From an optimization exercise on the open Yosys and OpenROAD flow, aimed at small area; shortcuts taken in it are not production practice.
The RTL was checked by simulation tests, not by an equivalence proof against the original design.
Power figures rest on the tool's default switching activity, not on a simulated workload.

<file path="flow/cat_sprite.hex">
00 e0 f0 f8 70 00 00 fc fe fe fc fc fc fe fe fe
00 0f 1f 1c 3c fc fe ff ff ff ff ff ff ff 01 00
</file>
<file path="flow/run.sh">
#!/bin/bash
# synth_recipe.tcl (not shown) runs the flow's synth.tcl, then flattens the netlist and writes it again
# the make line also repeats each setting of config.mk as NAME=value (left out here)
make -C /OpenROAD-flow-scripts/flow DESIGN_CONFIG=/design/flow/config.mk WORK_HOME=/design/flow/orfs CLKGATE_MAP_FILE= SYNTH_SCRIPT=/design/flow/synth_recipe.tcl finish
</file>
<file path="flow/config.mk">
export PLATFORM = sky130hd
export DESIGN_NAME = top
export DESIGN_NICKNAME = top
export VERILOG_FILES = /design/flow/design.v
export SDC_FILE = /design/flow/constraint.sdc
export NUM_CORES = 4
export LEC_CHECK = 0
export CAP_MARGIN = 20
export CORE_MARGIN = 2
export CORE_UTILIZATION = 40
export SLEW_MARGIN = 20
</file>
<file path="flow/constraint.sdc">
create_clock -name core_clock -period 5.0 [get_ports {clk}]
set_input_delay 1.0000 -clock core_clock [delete_from_list [all_inputs] [get_ports {clk}]]
set_output_delay 1.0000 -clock core_clock [all_outputs]
set_load 0.01 [all_outputs]
</file>
<file path="flow/design.v">
module screen_driver
#(
  parameter STARTUP_WAIT = 32'd10000000,     
  parameter FRAME_WAIT = 32'd450000  
)
(
  input clk,
  input rst,
  input wire [7:0] patternByte,
  output io_sclk,
  output io_sdin,
  output io_cs,
  output io_dc,
  output io_reset,
  output  wire [9:0] pixelIndex, 
  output  reg [7:0] frameNumber
);
  localparam STATE_INIT_POWER = 3'd0;
  localparam STATE_LOAD_INIT_CMD = 3'd1;
  localparam STATE_SEND = 3'd2;
  localparam STATE_CHECK_FINISHED_INIT = 3'd3;
  localparam STATE_LOAD_DATA = 3'd4;
  localparam STATE_WAIT_FRAME = 3'd5;
  reg [2:0] state;
  reg [31:0] counter;
  reg [31:0] frameWaitCounter;
  reg spiBitPhase;
  reg dc;
  reg sclk;
  reg sdin;
  reg reset;
  reg cs;
  reg [7:0] dataToSend;
  reg [3:0] bitNumber;
  reg [9:0] pixelCounter;
  localparam SETUP_INSTRUCTIONS = 23;
  localparam [(SETUP_INSTRUCTIONS*8)-1:0]
 startupCommands = {
    8'hAE, 8'h81, 8'h7F, 8'hA6, 8'h20, 8'h00, 8'hC8, 8'h40,
    8'hA1, 8'hA8, 8'h3F, 8'hD3, 8'h00, 8'hD5, 8'h80, 8'hD9,
    8'h22, 8'hDB, 8'h20, 8'h8D, 8'h14, 8'hA4, 8'hAF
  };
  reg [7:0] commandIndex;
  assign io_sclk = sclk;
  assign io_sdin = sdin;
  assign io_dc = dc;
  assign io_reset = reset;
  assign io_cs = cs;
  assign pixelIndex = pixelCounter;   
always @(posedge clk) begin
  if (rst) begin
    state <= STATE_INIT_POWER;
    counter <= 0;
    frameWaitCounter <= 0;
    spiBitPhase <= 0;
    dc <= 1;
    sclk <= 1;
    sdin <= 0;
    reset <= 1;
    cs <= 0;
    dataToSend <= 0;
    bitNumber <= 0;
    pixelCounter <= 0;
    frameNumber <= 0;
    commandIndex <= SETUP_INSTRUCTIONS * 8;
  end else begin
    case (state)
      STATE_INIT_POWER: begin
        counter <= counter + 1;
        if (counter < STARTUP_WAIT)
          reset <= 1;
        else if (counter < STARTUP_WAIT * 2)
          reset <= 0;
        else if (counter < STARTUP_WAIT * 3)
          reset <= 1;
        else begin
          state <= STATE_LOAD_INIT_CMD;
          counter <= 0;
        end
      end
      STATE_LOAD_INIT_CMD: begin
        dc <= 0;
        dataToSend <= startupCommands[(commandIndex-1)-:8];
        bitNumber <= 7;
        cs <= 0;
        commandIndex <= commandIndex - 8;
        state <= STATE_SEND;
      end
      STATE_SEND: begin
if (spiBitPhase == 0) begin
  sclk <= 0;
  sdin <= dataToSend[bitNumber];
  spiBitPhase <= 1;
end else begin
  sclk <= 1;
  spiBitPhase <= 0;
  if (bitNumber == 0)
    state <= STATE_CHECK_FINISHED_INIT;
  else
    bitNumber <= bitNumber - 1;
end
      end
      STATE_CHECK_FINISHED_INIT: begin
  cs <= 1;
  if (dc == 0) begin  
    if (commandIndex == 0) begin
      frameNumber <= frameNumber + 1;
      pixelCounter <= 0;
      state <= STATE_LOAD_DATA;
    end else begin
      state <= STATE_LOAD_INIT_CMD;
    end
  end else begin  
    pixelCounter <= pixelCounter + 1;
    if (pixelCounter < 1023) begin  
      state <= STATE_LOAD_DATA;
    end else begin
      state <= STATE_WAIT_FRAME;
    end
  end
end
     STATE_LOAD_DATA: begin
  if (pixelCounter < 1024) begin
    cs <= 0;
    dc <= 1;
    bitNumber <= 3'd7;
    dataToSend <= patternByte;
    state <= STATE_SEND;
  end else begin
    state <= STATE_WAIT_FRAME;
  end
end
STATE_WAIT_FRAME: begin
  frameWaitCounter <= frameWaitCounter + 1;
  if (frameWaitCounter >= FRAME_WAIT) begin
    frameWaitCounter <= 0;
    frameNumber <= frameNumber + 1;
    pixelCounter <= 0;
    state <= STATE_LOAD_DATA;
  end
end
    endcase
  end
  end
endmodule
module jump_controller (
  input wire clk,        
  input wire rst,        
  input wire btn1,       
  output reg jumpOffset  
);
  parameter JUMP_DURATION = 32'd19_500_000;
  reg [31:0] jumpCounter;
  reg jumping;
  always @(posedge clk) begin
    if (rst) begin
      jumpCounter <= 0;
      jumping <= 0;
      jumpOffset <= 0;
    end
    else if (!jumping && !btn1) begin
      jumping <= 1;            
      jumpCounter <= 0;        
      jumpOffset <= 1;         
    end
    else if (jumping) begin
      if (jumpCounter < JUMP_DURATION) begin
        jumpCounter <= jumpCounter + 1;  
        jumpOffset <= 1;                 
      end else begin
        jumping <= 0;        
        jumpOffset <= 0;     
      end
    end
    else begin
      jumpOffset <= 0;  
    end
  end
endmodule
module pattern_generator (
  input  wire       clk,            
  input  wire       rst,            
  input  wire [9:0] pixelIndex,     
  input  wire [7:0] frameNumber,    
  input        jumpOffset,          
  output reg  [7:0] patternByte     
);
  wire [6:0] col = pixelIndex % 128;
  wire [2:0] row = pixelIndex / 128;
  reg [7:0] catSprite [0:31];
  initial $readmemh("cat_sprite.hex", catSprite);
  localparam CAT_X        = 40;
  localparam CAT_WIDTH    = 16;
  localparam OBS_WIDTH    = 8;
  localparam SCREEN_WIDTH = 128;
  localparam WHITE_FRAMES = 30;   
  wire [6:0] obsX     = SCREEN_WIDTH - ((frameNumber * 1) % (SCREEN_WIDTH + OBS_WIDTH));
  wire [6:0] obsXEnd  = obsX + OBS_WIDTH;
  wire horizontalOverlap = (obsX < (CAT_X + CAT_WIDTH)) && (obsXEnd > CAT_X);
  wire catOnGround       = !jumpOffset;
  reg [7:0] whiteCounter;
  reg [7:0] prevFrame;
  reg       prevFrameBit0;
  always @(posedge clk) begin
    if (rst) begin
      whiteCounter  <= 0;
      prevFrame     <= 0;
      prevFrameBit0 <= 0;
    end else begin
      prevFrameBit0 <= frameNumber[0];
      if (frameNumber[0] && !prevFrameBit0 && frameNumber != prevFrame) begin
        prevFrame <= frameNumber;
        if (horizontalOverlap && catOnGround) begin
          whiteCounter <= WHITE_FRAMES;   
        end else if (whiteCounter > 0) begin
          whiteCounter <= whiteCounter - 1;
        end
      end
    end
  end
  wire showWhite = (whiteCounter > 0);
  always @(*) begin
    if (showWhite) begin
      patternByte = 8'hFF;   
    end else if (row == 6) begin
      patternByte = 8'hF0;   
    end
    else if ((row == (jumpOffset ? 1 : 4) || row == (jumpOffset ? 2 : 5)) &&
             (col >= CAT_X && col < CAT_X + CAT_WIDTH)) begin
      patternByte = catSprite[(row - (jumpOffset ? 1 : 4)) * 16 + (col - CAT_X)];
    end
    else if (row == 5 && (col >= obsX && col < obsXEnd)) begin
      patternByte = 8'hFF;   
    end else begin
      patternByte = 8'h00;   
    end
  end
endmodule
module top #(
  parameter STARTUP_WAIT = 32'd2000,
  parameter FRAME_WAIT = 32'd4500,
  parameter JUMP_DURATION = 32'd950000
)(
  input clk,
  input rst,
  input btn1,
  output io_sclk,
  output io_sdin,
  output io_cs,
  output io_dc,
  output io_reset
);
wire jumpOffset;
wire [9:0] pixelIndex;
wire [7:0] frameNumbers;
wire [7:0] patternByte;
  screen_driver #(
    .STARTUP_WAIT(STARTUP_WAIT),
    .FRAME_WAIT(FRAME_WAIT)
  ) driver (
    .clk(clk),
    .rst(rst),
    .io_sclk(io_sclk),
    .io_sdin(io_sdin),
    .io_cs(io_cs),
    .io_dc(io_dc),
    .io_reset(io_reset),
    .pixelIndex(pixelIndex),
    .frameNumber(frameNumbers),
    .patternByte(patternByte)
  );
jump_controller #(
  .JUMP_DURATION(JUMP_DURATION)
) jump_inst (
  .clk(clk),
  .rst(rst),
  .btn1(btn1),
  .jumpOffset(jumpOffset)
);
  pattern_generator patternGen (
    .clk(clk),
    .rst(rst),
    .pixelIndex(pixelIndex),
    .frameNumber(frameNumbers),
    .patternByte(patternByte),
    .jumpOffset(jumpOffset)
  );
endmodule
</file>
==> summary.txt <==
Status: finished clean
CP max-delay cell: dfxtp_1
Largest net degree at the start of global routing: 44
GR Util All Layers: 15.97%
Relative slew slack: 31.18%
Post-Synth XOR/XNOR Area: 9.328%
Max Freq: 286.2 MHz
Detailed-placement wirelength estimate: 11.78 mm
Die H: 148.9 microns
GRT overflow: 0
Synthesized net count: 1026
Post-synthesis adder-cell area fraction: 4.768%
Hold WS: 0.4582 ns
Global-route wire length before repair: 29.75 mm
Site Rows: 53
R2r startpoint: driver.frameNumber[3]
Initial antenna violation count: 0
RSZ-0062 raised after global routing: no
Detailed Routing Iterations Pass 1: 5
Initial Utilization: 40.33%
Cell chain of the critical path: inv_1 -> ha_1 -> nand2_1 -> o211ai_2 -> xor2_1 -> inv_1 -> ha_1 -> inv_1 -> ha_1 -> nand2_1 -> a21oi_1 -> o221ai_1 -> nand3b_1 -> a31oi_1 -> or3_1
Worst min-delay path class: reg -> reg
Clock sink count: 158
DIE AREA: 22170 sq um
Main area contributors after synthesis: dfxtp_1 38%, nor2_1 5.7%, xor2_1 5.6%, ha_1 4.8%, a21oi_1 3.7%
Maxcap violations: 0
Power Total: 2.701 mW
Crit-path max FO: 9
Post-Syn Instances: 991
CP arrival: 3.80 ns
Diodes inserted: 0
Largest family of logic cells by synthesized area: simple AND/OR/NAND/NOR gates
Crit Path Class: reg -> reg
Post-synthesis compound-gate area fraction: 14.96%
Yosys cell types: 84
Peak supply drop: 134.7 uV
Type of origin of the critical path: register
Detailed Route Iter0 Violations: 295
# nets final: 1009
Setup Viol. Count Final: 0
Longest Clk Path Bufs: 2
Top-Level Pins: 8
PwrDens: 291.7 nW/um^2
Hold Path Origin: jump_inst.jumpCounter[24]
Mapped cell area: 8397 sq um
Register area share after synthesis: 37.67%
Post-synthesis simple-gate area fraction: 27.27%
Worst endpoint required time: 5.30 ns
DRC violation count after routing: 0
WHS Path Cells: 1
Worst hold path endpoint: jump_inst.jumpCounter[24]
Final hold violations: 0
Worst path top cell family by delay: adder cells
Clock Latency Late Sink: 0.42 ns
Synth top area share: 37.67%
IO buf count: 7
Fillers: 2071
Routed Antenna Nets: 0
R2R Setup Slk: 1.51 ns
Tmin final: 3.494 ns
Area grow syn2layout: 10.25%
Die width: 148.9 microns
Crit path largest cell delay: 0.51 ns
Main synth FF type: dfxtp_1
Clock buffer count from CTS: 17
Post-synth EDFFs: 0
Via-to-Cell Ratio: 5.328
Pleak: 3.543 nW
Bufs and invs on worst path: 3
Max Transition Viols Final: 0
Core ar.: 20820 sq um
Hold-fix buffer count after cts: 0
Gp weighted congestion: 0.8236
Async S/R FF share, synth: 0%
Clock Skews: 0.007759 ns
H-tree depth: 4
Post-synthesis register bit count: 158
CTS clk-pin slew, worst paths: 0.06 ns
Number of post-CTS setup repair buffers: 0
Share of layout cells above drive strength 1: 6.484%
CTS tree: built
Post_cts resized: 0
Critical R2R Capture: driver.dataToSend[3]
Root buf cell: clkbuf_16
DR vias: 6724
Synth Area per Inst: 8.473 sq um
Average wire per standard cell: 13.64 microns
Multiplexer share of the synthesized area: 2.086%
Post-synth top area cell: dfxtp_1
Period utilisation layout: 69.88%
Slew @ Worst Pin: 1.032 ns
Vias in the first global route: 6169
Total Wirelength: 17.22 mm
Worst r2r path cells: 15
Ys Warns: 3
Setup_tns: 0 ns
CP Capture Type: register
==> layout by cell type, fill, tap and decap left out, types with 6 or more instances in the layout <==
| master | instances |
|---|---|
| dfxtp_1 | 158 |
| nor2_1 | 127 |
| nand2_1 | 67 |
| a21oi_1 | 62 |
| xor2_1 | 54 |
| and2_1 | 36 |
| o21ai_0 | 35 |
| ha_1 | 32 |
| xnor2_1 | 29 |
| and3_1 | 29 |
| inv_1 | 27 |
| nor3_1 | 25 |
| nand3_1 | 23 |
| clkbuf_16 | 17 |
| nand4_1 | 16 |
| a31oi_1 | 16 |
| nor4_1 | 14 |
| mux2i_1 | 13 |
| nand2b_1 | 13 |
| nand3b_1 | 12 |
| and4_1 | 11 |
| nor2b_1 | 10 |
| or3_1 | 10 |
| o211ai_1 | 8 |
| o22ai_1 | 8 |
| a211oi_1 | 8 |
| clkdlybuf4s50_1 | 6 |
==> power breakdown <==
| part | switching (mW) | internal, mW | total [mW] | leakage, nW |
|---|---|---|---|---|
| Combinational | 0.0320 | 0.0136 | 0.0456 | 1.96 |
| Sequential | 0.00498 | 1.26 | 1.27 | 1.27 |
| Clock | 0.541 | 0.847 | 1.39 | 0.308 |
| Total | 0.578 | 2.12 | 2.70 | 3.54 |
==> registers in the layout, indices dropped and copies added (netlist names), 3 cells and up <==
| register | flops |
|---|---|
| patternGen.whiteCounter | 8 |
| driver.bitNumber | 4 |
| driver.commandIndex | 5 |
| driver.state | 3 |
| driver.frameWaitCounter | 32 |
| driver.pixelCounter | 10 |
| jump_inst.jumpCounter | 32 |
| patternGen.prevFrame | 8 |
| driver.dataToSend | 8 |
| driver.counter | 32 |
| driver.frameNumber | 8 |
==> synth_stat cells, types with 4 or more instances <==
cell      count
mux2i_1      13
nand3_1      23
clkbuf_1     25
a211oi_1      8
nor2b_1      10
a311oi_1      4
o22ai_1       8
or3_1        10
a31oi_1      16
xnor2_1      29
inv_1        27
and3b_1       4
and2_1       36
and4_1       11
nand4_1      16
buf_2        17
a221oi_1      4
nand2_1      67
nand3b_1     12
o211ai_1      8
a21o_1        5
dfxtp_1     158
a21oi_1      62
ha_1         32
or4_1         5
nor4_1       14
o21ai_0      35
o21bai_1      5
xor2_1       54
nor3_1       25
and3_1       29
nand2b_1     13
o31ai_1       4
nor2_1      127
==> worst max-delay path by stage <==
stage | cells past startpoint | slack [ns] | from | to
4_1_cts | 15 | 1.49 | driver.frameNumber[3] | driver.dataToSend[3]
6_report | 15 | 1.51 | driver.frameNumber[3] | driver.dataToSend[3]
2_1_floorplan | 15 | 1.87 | driver.frameNumber[3] | driver.dataToSend[3]
5_1_grt | 15 | 1.11 | driver.frameNumber[3] | driver.dataToSend[3]
3_3_place_gp | 15 | 1.66 | driver.frameNumber[3] | driver.dataToSend[3]
3_5_place_dp | 15 | 1.53 | driver.frameNumber[3] | driver.dataToSend[3]
==> worst register-to-register path: stages (launching register included) <==
cell      delay [ns]
dfxtp_1         0.51
inv_1           0.13
ha_1            0.30
nand2_1         0.08
o211ai_2        0.18
xor2_1          0.38
inv_1           0.08
ha_1            0.28
inv_1           0.04
ha_1            0.28
nand2_1         0.05
a21oi_1         0.14
o221ai_1        0.18
nand3b_1        0.22
a31oi_1         0.14
or3_1           0.38
==> through the flow <==
step,cells,worst slack [ns],area [sq um],utilization [%]
2_1_floorplan,991,1.869,8397,-
6_report,1262,1.506,9258,44.46
5_1_grt,1262,1.108,9258,44.46
3_3_place_gp,1230,1.656,8623,41.41
3_5_place_dp,1230,1.532,8623,41.41
4_1_cts,1262,1.492,9258,44.46
==> cells by family after synthesis <==
kind of cell | after synthesis
and+or+nand+nor | 430
AOI/OAI and AO/OA | 193
DFF | 158
xor gates and xnor gates | 86
buffers and inverters | 77
adders and majority gates | 32
muxes | 15
==> cell type report <==
cell class / instances / area [sq um] / area share (%)
sequential: 158 / 3163 / 34.17
tap: 275 / 344.1 / 3.717
timing repair buffer: 12 / 102.6 / 1.108
clock inverter: 14 / 205.2 / 2.217
inverter: 29 / 108.9 / 1.176
multi-input combinational: 756 / 4905 / 52.98
clock buffer: 18 / 429.2 / 4.636
==> per-layer routing <==
layer	GRT usage (%)	part of all wire, %
met1	22.32	52
met2	25.14	44
met3	3.333	2.7
met4	4.143	1.3
met5	0	0

re-timing with driven ports:
The results above use ideal ports. As a check the final layout listed here was re-extracted and re-timed, cells and wires unchanged. Step 1 assumes that a clkbuf_16 drives the clock port and a buf_2 every other input. Step 2 times the ports against the registers' clock, not the clock port: input delays grow and output delays shrink by t, the midpoint of the rising clock arrivals with the driver on. Slacks: no drivers / after step 1 / after step 2; pairs: no drivers / after step 1.
t, ns: 0.453
setup slack, ns: 1.506 / 1.506 / 1.506
clock arrival spread, ns: 0.011 / 0.011
After both steps this run still meets setup and hold. For this run, drivers alone change the setup slack by 0.000 ns; drivers and shift together by 0.000 ns.
